What follows belongs to an exercise in optimizing a design on an open flow for small area, a short achievable clock period and few clock cycles; a production flow would make more cautious choices. Power figures rest on the tool's default switching activity, not on a simulated workload.

== run B ==
## ALU
module ALU(
    input wire clk,
    input wire rst_n,
    input wire [7:0] A,
    input wire [7:0] B,
    input wire start,
    input wire [2:0] opcode,
    output wire [15:0] result,
    output wire done
);
Size: about 330 cells after synthesis, ~21 flip-flops, ~0.0019 mm2 of cells after synthesis.
==> module ALU, before the edit <==
module ALU(
    input wire clk,
    input wire rst_n,
    input wire [7:0] A,
    input wire [7:0] B,
    input wire start,
    input wire [2:0] opcode,
    output wire [15:0] result,
    output wire done
);
    reg [15:0] P;        
    reg        busy;     
    reg        done_r;
    reg [2:0]  cnt;
    wire mul  = opcode[2];
    wire zero = ~(|A) | ~(|B);
    wire ones = (&A) | (&B);
    wire [7:0] X = busy ? P[15:8] : B;
    wire [7:0] Y = A & {8{~busy | P[0]}};
    wire [8:0] S = {1'b0, X} + {1'b0, Y};
    wire [7:0] p = X ^ Y;
    wire [7:0] c = S[7:0] ^ p;               
    wire m_ones = mul & ~zero & ones;
    wire m_gen  = mul & ~zero & ~ones;
    wire is_and = ~mul & (opcode[1:0] == 2'b10);
    wire use_c  = ~mul & opcode[0] & ~opcode[1] | m_ones;
    wire [7:0] lo = is_and ? (X & Y) : ((p ^ (c & {8{use_c}})) ^ {8{m_ones}});
    wire [7:0] hi = m_ones ? S[7:0] : {7'h00, S[8] & ~mul & opcode[0] & ~opcode[1]};
    always @(posedge clk) begin
        if (busy)
            P <= {S, P[7:1]};
        else if (m_gen)
            P <= {1'b0, A & {8{B[0]}}, B[7:1]};
        else if (mul & zero)
            P <= 16'h0000;
        else
            P <= {hi, lo};
    end
    always @(posedge clk) begin
        if (~rst_n) begin
            busy   <= 1'b0;
            done_r <= 1'b0;
        end else begin
            busy   <= start;
            done_r <= start & (busy ? (mul & (cnt == 3'd6)) : (~mul | zero | ones));
        end
        cnt <= busy ? cnt + 3'd1 : 3'd0;
    end
    assign result = P;
    assign done   = done_r;
endmodule
Settings: LEC_CHECK=0, ABC_AREA=1, CAP_MARGIN=20, CORE_MARGIN=2, CORE_UTILIZATION=40, SETUP_SLACK_MARGIN=2.8, SLEW_MARGIN=20; clock period 5.0 ns.
standard.sh (not shown) runs the stock make flow with config.mk's settings and CLKGATE_MAP_FILE= SYNTH_SCRIPT=/design/flow/synth_recipe.tcl, a recipe that flattens the netlist after the stock synthesis.
==> flow/flow/run.sh <==
#!/bin/bash
# The standard layout, with the port buffers made from small buffers
# (sky130_fd_sc_hd__buf_2) instead of the delay buffers buffer_ports picks.
set -euo pipefail
export BUFFER_PORTS_ARGS="-buffer_cell sky130_fd_sc_hd__buf_2"
export ADDER_MAP_FILE=
bash standard.sh > standard.log 2>&1
The flow did not stop early for run B: all stages ran, and the layout cleared the timing, DRC and antenna checks.
#### Input delta (run M over run B)
==> flow/design.v <==
module ALU(
    input wire clk,
    input wire rst_n,
    input wire [7:0] A,
    input wire [7:0] B,
    input wire start,
    input wire [2:0] opcode,
    output wire [15:0] result,
    output wire done
);
    reg [15:0] P;        
    reg        busy;     
    reg        done_r;
    reg [2:0]  cnt;
    wire mul  = opcode[2];
    wire zero = ~(|A) | ~(|B);
    wire ones = (&A) | (&B);
    wire [7:0] X = busy ? P[15:8] : B;
    wire [7:0] Y = A & {8{~busy | P[0]}};
    wire [7:0] g = X & Y, p = X ^ Y;
    wire [7:0] G1, P1, G2, P2, G3;
    genvar i;
    generate for (i = 0; i < 8; i = i + 1) begin : l1
        if (i % 2 == 1) begin assign G1[i] = g[i] | (p[i] & g[i-1]); assign P1[i] = p[i] & p[i-1]; end
        else begin assign G1[i] = g[i]; assign P1[i] = p[i]; end
    end endgenerate
    generate for (i = 0; i < 8; i = i + 1) begin : l2
        if (i % 4 >= 2) begin assign G2[i] = G1[i] | (P1[i] & G1[(i/4)*4+1]); assign P2[i] = P1[i] & P1[(i/4)*4+1]; end
        else begin assign G2[i] = G1[i]; assign P2[i] = P1[i]; end
    end endgenerate
    generate for (i = 0; i < 8; i = i + 1) begin : l3
        if (i >= 4) begin assign G3[i] = G2[i] | (P2[i] & G2[3]); end
        else begin assign G3[i] = G2[i]; end
    end endgenerate
    wire [8:0] S = {G3[7], p ^ {G3[6:0], 1'b0}};
    always @(posedge clk) begin
        if (busy)
            P <= {S, P[7:1]};
        else if (mul)
            P <= zero ? 16'h0000 :
                 ones ? {S[7:0], ~S[7:0]} :
                        {1'b0, A & {8{B[0]}}, B[7:1]};
        else case (opcode[1:0])
            2'b01:   P <= {7'h00, S};
            2'b10:   P <= {8'h00, X & Y};
            2'b11:   P <= {8'h00, X ^ Y};
            default: P <= 16'h0000;
        endcase
    end
    always @(posedge clk) begin
        if (~rst_n) begin
            busy   <= 1'b0;
            done_r <= 1'b0;
        end else begin
            busy   <= start;
            done_r <= start & (busy ? (mul & (cnt == 3'd6)) : (~mul | zero | ones));
        end
        cnt <= busy ? cnt + 3'd1 : 3'd0;
    end
    assign result = P;
    assign done   = done_r;
endmodule
==> comparison <==
Run B has a higher DRC marker count from the first detailed-route iteration than run M. Looking at instance area at placement, run M sits below run B. Re logic gate share of total power: run B and run M aren't equal, and the higher value belongs to run B. Count of cells resized by post-cts repair in run M is 8 below run B. After detailed routing, run B needs more wire than run M. Of run B and run M, the run reporting the lower synthesized area was run M. A cell with the largest stage delay on the worst path of sky130_fd_sc_hd__a21oi_4 is what run M shows, while sky130_fd_sc_hd__o211ai_1 belongs to run B. Clock network area share (run M over run B): increase, 0.22 points. Run M: wire length of the first global-routing pass is about 14% lower than what run B reported.
Function was not checked in any run of this note: the RTL went through the layout flow alone.

* * *

ALU, a different RTL version from the one above (not shown whole).
Size: about 39 I/O pins.
==> module ALU, before the edit <==
module ALU(
    input wire clk,
    input wire rst_n,
    input wire [7:0] A,
    input wire [7:0] B,
    input wire start,
    input wire [2:0] opcode,
    output wire [15:0] result,
    output wire done
);
    reg [15:0] P;        
    reg        busy;     
    reg        done_r;
    reg [2:0]  cnt;
    wire mul  = opcode[2];
    wire zero = ~(|A) | ~(|B);
    wire ones = (&A) | (&B);
    wire [7:0] X = busy ? P[15:8] : B;
    wire [7:0] Y = A & {8{~busy | P[0]}};
    wire [7:0] g = X & Y, p = X ^ Y;
    wire [8:0] c;
    assign c[0] = 1'b0;
    genvar i;
    generate for (i = 0; i < 8; i = i + 1) begin : rc
        assign c[i+1] = g[i] | (p[i] & c[i]);
    end endgenerate
    wire [8:0] S = {c[8], p ^ c[7:0]};
    always @(posedge clk) begin
        if (busy)
            P <= {S, P[7:1]};
        else if (mul)
            P <= zero ? 16'h0000 :
                 ones ? {S[7:0], ~S[7:0]} :
                        {1'b0, A & {8{B[0]}}, B[7:1]};
        else case (opcode[1:0])
            2'b01:   P <= {7'h00, S};
            2'b10:   P <= {8'h00, X & Y};
            2'b11:   P <= {8'h00, X ^ Y};
            default: P <= 16'h0000;
        endcase
    end
    always @(posedge clk) begin
        if (~rst_n) begin
            busy   <= 1'b0;
            done_r <= 1'b0;
        end else begin
            busy   <= start;
            done_r <= start & (busy ? (mul & (cnt == 3'd6)) : (~mul | zero | ones));
        end
        cnt <= busy ? cnt + 3'd1 : 3'd0;
    end
    assign result = P;
    assign done   = done_r;
endmodule
Settings: LEC_CHECK=0, ABC_AREA=1, CAP_MARGIN=20, CORE_MARGIN=2, CORE_UTILIZATION=40, SETUP_SLACK_MARGIN=2.8, SLEW_MARGIN=20; clock period 5.0 ns.
Scripts as last shown in full above: flow/flow/run.sh
Change:
--- a/flow/design.v
+++ b/flow/design.v
@@ -14,25 +14,18 @@
     reg [2:0]  cnt;
     wire mul  = opcode[2];
     wire zero = ~(|A) | ~(|B);
     wire ones = (&A) | (&B);
+    wire ones_nz = ((&A) & (|B)) | ((&B) & (|A));    
     wire [7:0] X = busy ? P[15:8] : B;
     wire [7:0] Y = A & {8{~busy | P[0]}};
-    wire [7:0] g = X & Y, p = X ^ Y;
-    wire [8:0] c;
-    assign c[0] = 1'b0;
-    genvar i;
-    generate for (i = 0; i < 8; i = i + 1) begin : rc
-        assign c[i+1] = g[i] | (p[i] & c[i]);
-    end endgenerate
-    wire [8:0] S = {c[8], p ^ c[7:0]};
+    wire [8:0] S = {1'b0, X} + {1'b0, Y};
     always @(posedge clk) begin
         if (busy)
             P <= {S, P[7:1]};
         else if (mul)
-            P <= zero ? 16'h0000 :
-                 ones ? {S[7:0], ~S[7:0]} :
-                        {1'b0, A & {8{B[0]}}, B[7:1]};
+            P <= ones_nz ? {S[7:0], ~S[7:0]} :
+                           {1'b0, A & {8{B[0]}}, B[7:1] & {7{|A}}};
         else case (opcode[1:0])
             2'b01:   P <= {7'h00, S};
             2'b10:   P <= {8'h00, X & Y};
             2'b11:   P <= {8'h00, X ^ Y};
Worst setup slack gets better by 0.20 ns. Die area came out higher by 18%. Worst hold slack gets worse by 0.0064 ns. Final cell count came out higher by 25%. Design area came out higher by 17%. Wire length came out higher by 20%. Clock power came out lower by about 7%. Global-route usage came out lower by 1.7 points. Total power came out higher by 7.2%. Core utilization came out lower by 0.35 points. Synthesized cell count came out higher by 35%. Fmax came out higher by 9.1%. Count of clock-buffer cells in the layout stays the same. Non-clock buffer count came out lower by 3.
Function was not checked in any run of this note: the RTL went through the layout flow alone.

[static timing again, ports no longer ideal]
In the flow no input, the clock included, has a driving cell. The finished layouts below were timed again as built, in two steps.
Step 1, drivers: a clkbuf_16 drives clk and a buf_2 each remaining input, both assumed.
Step 2 adds t to the input delays and takes it off the output delays; t is the mean of the earliest and latest rising clock arrival at the registers after step 1. Input paths then give back, and output paths get back, about the clock's delay inside the block.
Three values: ideal, step 1, step 2; two values: the first two.
| run | t, ns | setup WS [ns] | hold WS [ns] |
|---|---|---|---|
| run B | 0.293 | 2.762 / 2.721 / 2.428 | 0.471 / 0.471 / 0.471 |
| run M | 0.293 | 2.780 / 2.785 / 2.492 | 0.469 / 0.469 / 0.469 |
| the first run of note 2 | 0.298 | 2.611 / 2.586 / 2.288 | 0.469 / 0.469 / 0.469 |
| the second run of note 2 | 0.285 | 2.811 / 2.796 / 2.511 | 0.462 / 0.462 / 0.462 |
After both steps setup and hold are still met in every run listed. For run B, which loses most, drivers alone change the setup slack by -0.041 ns; drivers and shift together by -0.334 ns.
